What follows belongs to an exercise in optimizing a design on an open flow for small area; a production flow would make more cautious choices.
The RTL was checked by simulation tests, not by an equivalence proof against the original design.
Power is estimated from default activity; no workload was simulated.

## game_core
module game_core (
    input  logic        Clk,
    input  logic        Reset,           
    input  logic        frame_clk,       
    input  logic [7:0]  keycode,
    input  logic [9:0]  DrawX,
    input  logic [9:0]  DrawY,
    output logic        is_ball,
    output logic [3:0]  is_enemy,
    output logic        is_platform,
    output logic        is_shield,
    output logic        is_punch,
    output logic [3:0]  is_attack,
    output logic [13:0] player_location,
    output logic [13:0] Ball_X,
    output logic [13:0] Ball_Y,
    output logic        ball_direction,
    output logic [55:0] enemy_loc,
    output logic [55:0] Enemy_X,
    output logic [55:0] Enemy_Y,
    output logic [3:0]  enemy_direction,
    output logic [3:0]  is_enemy_shield,
    output logic [3:0]  is_enemy_attack,
    output logic [2:0]  health_out,
    output logic        game_over,
    output logic [3:0]  dead,
    output logic        all_dead,
    output logic        changeFrame,
    output logic [13:0] left_bound
);
For scale: ~3400 cells after synthesis, roughly 290 I/O pins, ~0.021 sq mm of cells after synthesis.
Settings: LEC_CHECK=0, ABC_AREA=1, CAP_MARGIN=10, CORE_MARGIN=2, CORE_UTILIZATION=70, CTS_CLUSTER_DIAMETER=115, CTS_CLUSTER_SIZE=22, PLACE_DENSITY=0.9, SLEW_MARGIN=10; clock period 25.0 ns.
standard.sh (not shown) runs the stock make flow with config.mk's settings and CLKGATE_MAP_FILE= SYNTH_SCRIPT=/design/flow/synth_recipe.tcl, a recipe that flattens the netlist after the stock synthesis.
==> flow/flow/run.sh <==
#!/bin/bash
# Own layout flow: the standard synthesis; then the combinational logic of
# the synthesized netlist is re-mapped for area with ABC (flip-flops are kept
# as they are: same instances, names and cells; several ABC random seeds are
# tried in parallel and the smallest netlist is kept); then the standard
# layout from floorplan to the final layout, with the smallest buffer on each
# port.  Each tool's output goes to a log file of its own in this folder.
set -euo pipefail
here=$(pwd)
flowdir=$here/flow
results=$here/orfs/results/${FLOW_PLATFORM}/game_core/base
lib=$FLOW_HOME/platforms/${FLOW_PLATFORM}/lib/sky130_fd_sc_hd__tt_025C_1v80.lib
yosys_bin=$FLOW_HOME/../tools/install/yosys/bin/yosys
[ -x "$yosys_bin" ] || yosys_bin=yosys

# 1. standard synthesis
bash standard.sh synth > $here/log_1_synth.txt 2>&1

# 2. area re-mapping of the combinational logic, in two passes; each pass
#    tries several ABC seeds in parallel and keeps the smallest netlist
du=""
for c in $(cat $flowdir/dontuse.txt); do du="$du -dont_use $c"; done
printf 'set_driving_cell sky130_fd_sc_hd__buf_1\nset_load 5\n' > $here/remap_abc.constr
remap_pass() {  # remap_pass NAME INPUT.v DSTIME SEEDS... ; leaves the best as NAME_best.v
  local name=$1 input=$2 dstime=$3; shift 3
  local s
  for s in "$@"; do
    sed "s/@SEED@/$s/; s/@TIME@/$dstime/" $flowdir/remap.abc > $here/${name}_$s.abc
    cat > $here/${name}_$s.ys <<EOY
read_liberty -ignore_miss_func $lib
blackbox $(tr '\n' ' ' < $flowdir/seqcells.txt)
read_verilog $input
hierarchy -top $FLOW_TOP
rename -hide c:_*
flatten
opt_clean -purge
abc -liberty $lib $du -script $here/${name}_$s.abc -constr $here/remap_abc.constr
opt_clean -purge
hilomap -singleton -hicell sky130_fd_sc_hd__conb_1 HI -locell sky130_fd_sc_hd__conb_1 LO
splitnets
opt_clean -purge
insbuf -buf sky130_fd_sc_hd__buf_4 A X
opt_clean -purge
tee -o $here/${name}_stat_$s.txt stat -liberty $lib
write_verilog -noattr -noexpr -nohex -nodec $here/${name}_out_$s.v
EOY
    $yosys_bin -s $here/${name}_$s.ys > $here/log_2_${name}_$s.txt 2>&1 &
  done
  wait
  local best="" bestarea="" a
  for s in "$@"; do
    a=$(sed -n "s/.*Chip area for module.*: \([0-9.]*\).*/\1/p" $here/${name}_stat_$s.txt 2>/dev/null | head -1)
    [ -n "$a" ] || continue
    if [ -z "$best" ] || awk "BEGIN{exit !($a < $bestarea)}"; then best=$s; bestarea=$a; fi
  done
  echo "$name: seed $best area $bestarea" >> $here/log_2_remap_choice.txt
  [ -n "$best" ]
  cp $here/${name}_out_$best.v $here/${name}_best.v
  echo "$bestarea" > $here/${name}_best_area.txt
}
cp $results/1_2_yosys.v $here/remap_in.v
remap_pass remap1 $here/remap_in.v 300 1 2 3 4 5 6 7 8 9 10 11 12
remap_pass remap2 $here/remap1_best.v 150 11 12 13 14 15 16 17 18
# keep the second pass only if it improved on the first
if awk "BEGIN{exit !($(cat $here/remap2_best_area.txt) < $(cat $here/remap1_best_area.txt))}"; then
  cp $here/remap2_best.v $results/1_2_yosys.v
else
  cp $here/remap1_best.v $results/1_2_yosys.v
fi
touch $results/1_2_yosys.v

# 3. standard layout from the re-mapped netlist
bash standard.sh BUFFER_PORTS_ARGS="-buffer_cell sky130_fd_sc_hd__buf_1" finish > $here/log_3_layout.txt 2>&1
Other scripts of this flow, unchanged in this note and not shown: flow/flow/dontuse.txt, flow/flow/remap.abc, flow/flow/seqcells.txt
The first run completed without violations.
Rerun with:
--- a/flow/flow/run.sh
+++ b/flow/flow/run.sh
@@ -62,8 +62,10 @@
-remap_pass remap1 $here/remap_in.v 300 1 2 3 4 5 6 7 8 9 10 11 12
-remap_pass remap2 $here/remap1_best.v 150 11 12 13 14 15 16 17 18
-# keep the second pass only if it improved on the first
-if awk "BEGIN{exit !($(cat $here/remap2_best_area.txt) < $(cat $here/remap1_best_area.txt))}"; then
-  cp $here/remap2_best.v $results/1_2_yosys.v
-else
-  cp $here/remap1_best.v $results/1_2_yosys.v
-fi
+remap_pass remap1 $here/remap_in.v 300 1 2 3 4 5 6 7 8 9 10 11 12 13 14 15 16
+remap_pass remap2 $here/remap1_best.v 200 21 22 23 24 25 26 27 28
+remap_pass remap3 $here/remap2_best.v 150 31 32 33 34 35 36 37 38
+# keep the smallest netlist of the three passes
+best=remap1
+for p in remap2 remap3; do
+  if awk "BEGIN{exit !($(cat $here/${p}_best_area.txt) < $(cat $here/${best}_best_area.txt))}"; then best=$p; fi
+done
+echo "kept: $best" >> $here/log_2_remap_choice.txt
+cp $here/${best}_best.v $results/1_2_yosys.v
Settings changed: CORE_UTILIZATION 70 to 45, PLACE_DENSITY 0.9 to 0.8.
The changed run produced a clean layout.
Utilization fell by 27 points.
Die area rose by about 54%.
Fmax is about the same.
Rerun with:
--- a/flow/flow/run.sh
+++ b/flow/flow/run.sh
@@ -62,10 +62,8 @@
-remap_pass remap1 $here/remap_in.v 300 1 2 3 4 5 6 7 8 9 10 11 12 13 14 15 16
-remap_pass remap2 $here/remap1_best.v 200 21 22 23 24 25 26 27 28
-remap_pass remap3 $here/remap2_best.v 150 31 32 33 34 35 36 37 38
-# keep the smallest netlist of the three passes
-best=remap1
-for p in remap2 remap3; do
-  if awk "BEGIN{exit !($(cat $here/${p}_best_area.txt) < $(cat $here/${best}_best_area.txt))}"; then best=$p; fi
-done
-echo "kept: $best" >> $here/log_2_remap_choice.txt
-cp $here/${best}_best.v $results/1_2_yosys.v
+remap_pass remap1 $here/remap_in.v 300 1 2 3 4 5 6 7 8 9 10 11 12
+remap_pass remap2 $here/remap1_best.v 150 11 12 13 14 15 16 17 18
+# keep the second pass only if it improved on the first
+if awk "BEGIN{exit !($(cat $here/remap2_best_area.txt) < $(cat $here/remap1_best_area.txt))}"; then
+  cp $here/remap2_best.v $results/1_2_yosys.v
+else
+  cp $here/remap1_best.v $results/1_2_yosys.v
+fi
Design area stays flat.
Final cell count stays the same.
Non-clock buffer count falls by 9.
Core utilization stays flat.
Routed wire length goes down by a few percent.
Sequential power barely changes.
Register-to-register slack gets better by 0.03 ns.
Power is lower slightly.
Fmax falls slightly.
Rerun with:
Settings changed: CAP_MARGIN 10 to 5, CORE_UTILIZATION 45 to 65, PLACE_DENSITY 0.8 to 0.85, SLEW_MARGIN 10 to 5.
Global-route usage came out higher by 16 points.
Routed wire length came out lower by 0.62%.
Die area came out lower by 30%.

==> separate check: timing with driven ports <==
How much do the figures lean on ideal ports? The routed layouts below were timed once more, with nothing changed but the port constraints.
Step 1 assumes that a clkbuf_16 drives the clock port and a buf_2 every other input.
Step 2 also shifts input and output timing later by t, the mid clock arrival at the registers, as if the neighbouring blocks saw the same clock.
Slacks: ideal / step 1 / step 2; pairs: ideal / step 1.
| run | t, ns | setup WS [ns] | worst register clock-pin slew, ns | pins driven straight from the clock port |
|---|---|---|---|---|
| the first run | 0.597 | 10.046 / 10.018 / 10.018 | 0.11 / 0.11 | 1 |
| the second run | 0.607 | 10.078 / 10.052 / 10.052 | 0.11 / 0.11 | 1 |
| the third run | 0.595 | 10.006 / 9.982 / 9.982 | 0.11 / 0.11 | 1 |
| the fourth run | 0.585 | 10.046 / 10.024 / 10.024 | 0.12 / 0.12 | 1 |
After both steps every run listed still meets setup and hold. The setup slack of the first run, which loses most, moves by -0.028 ns with the drivers and by -0.028 ns with both steps.
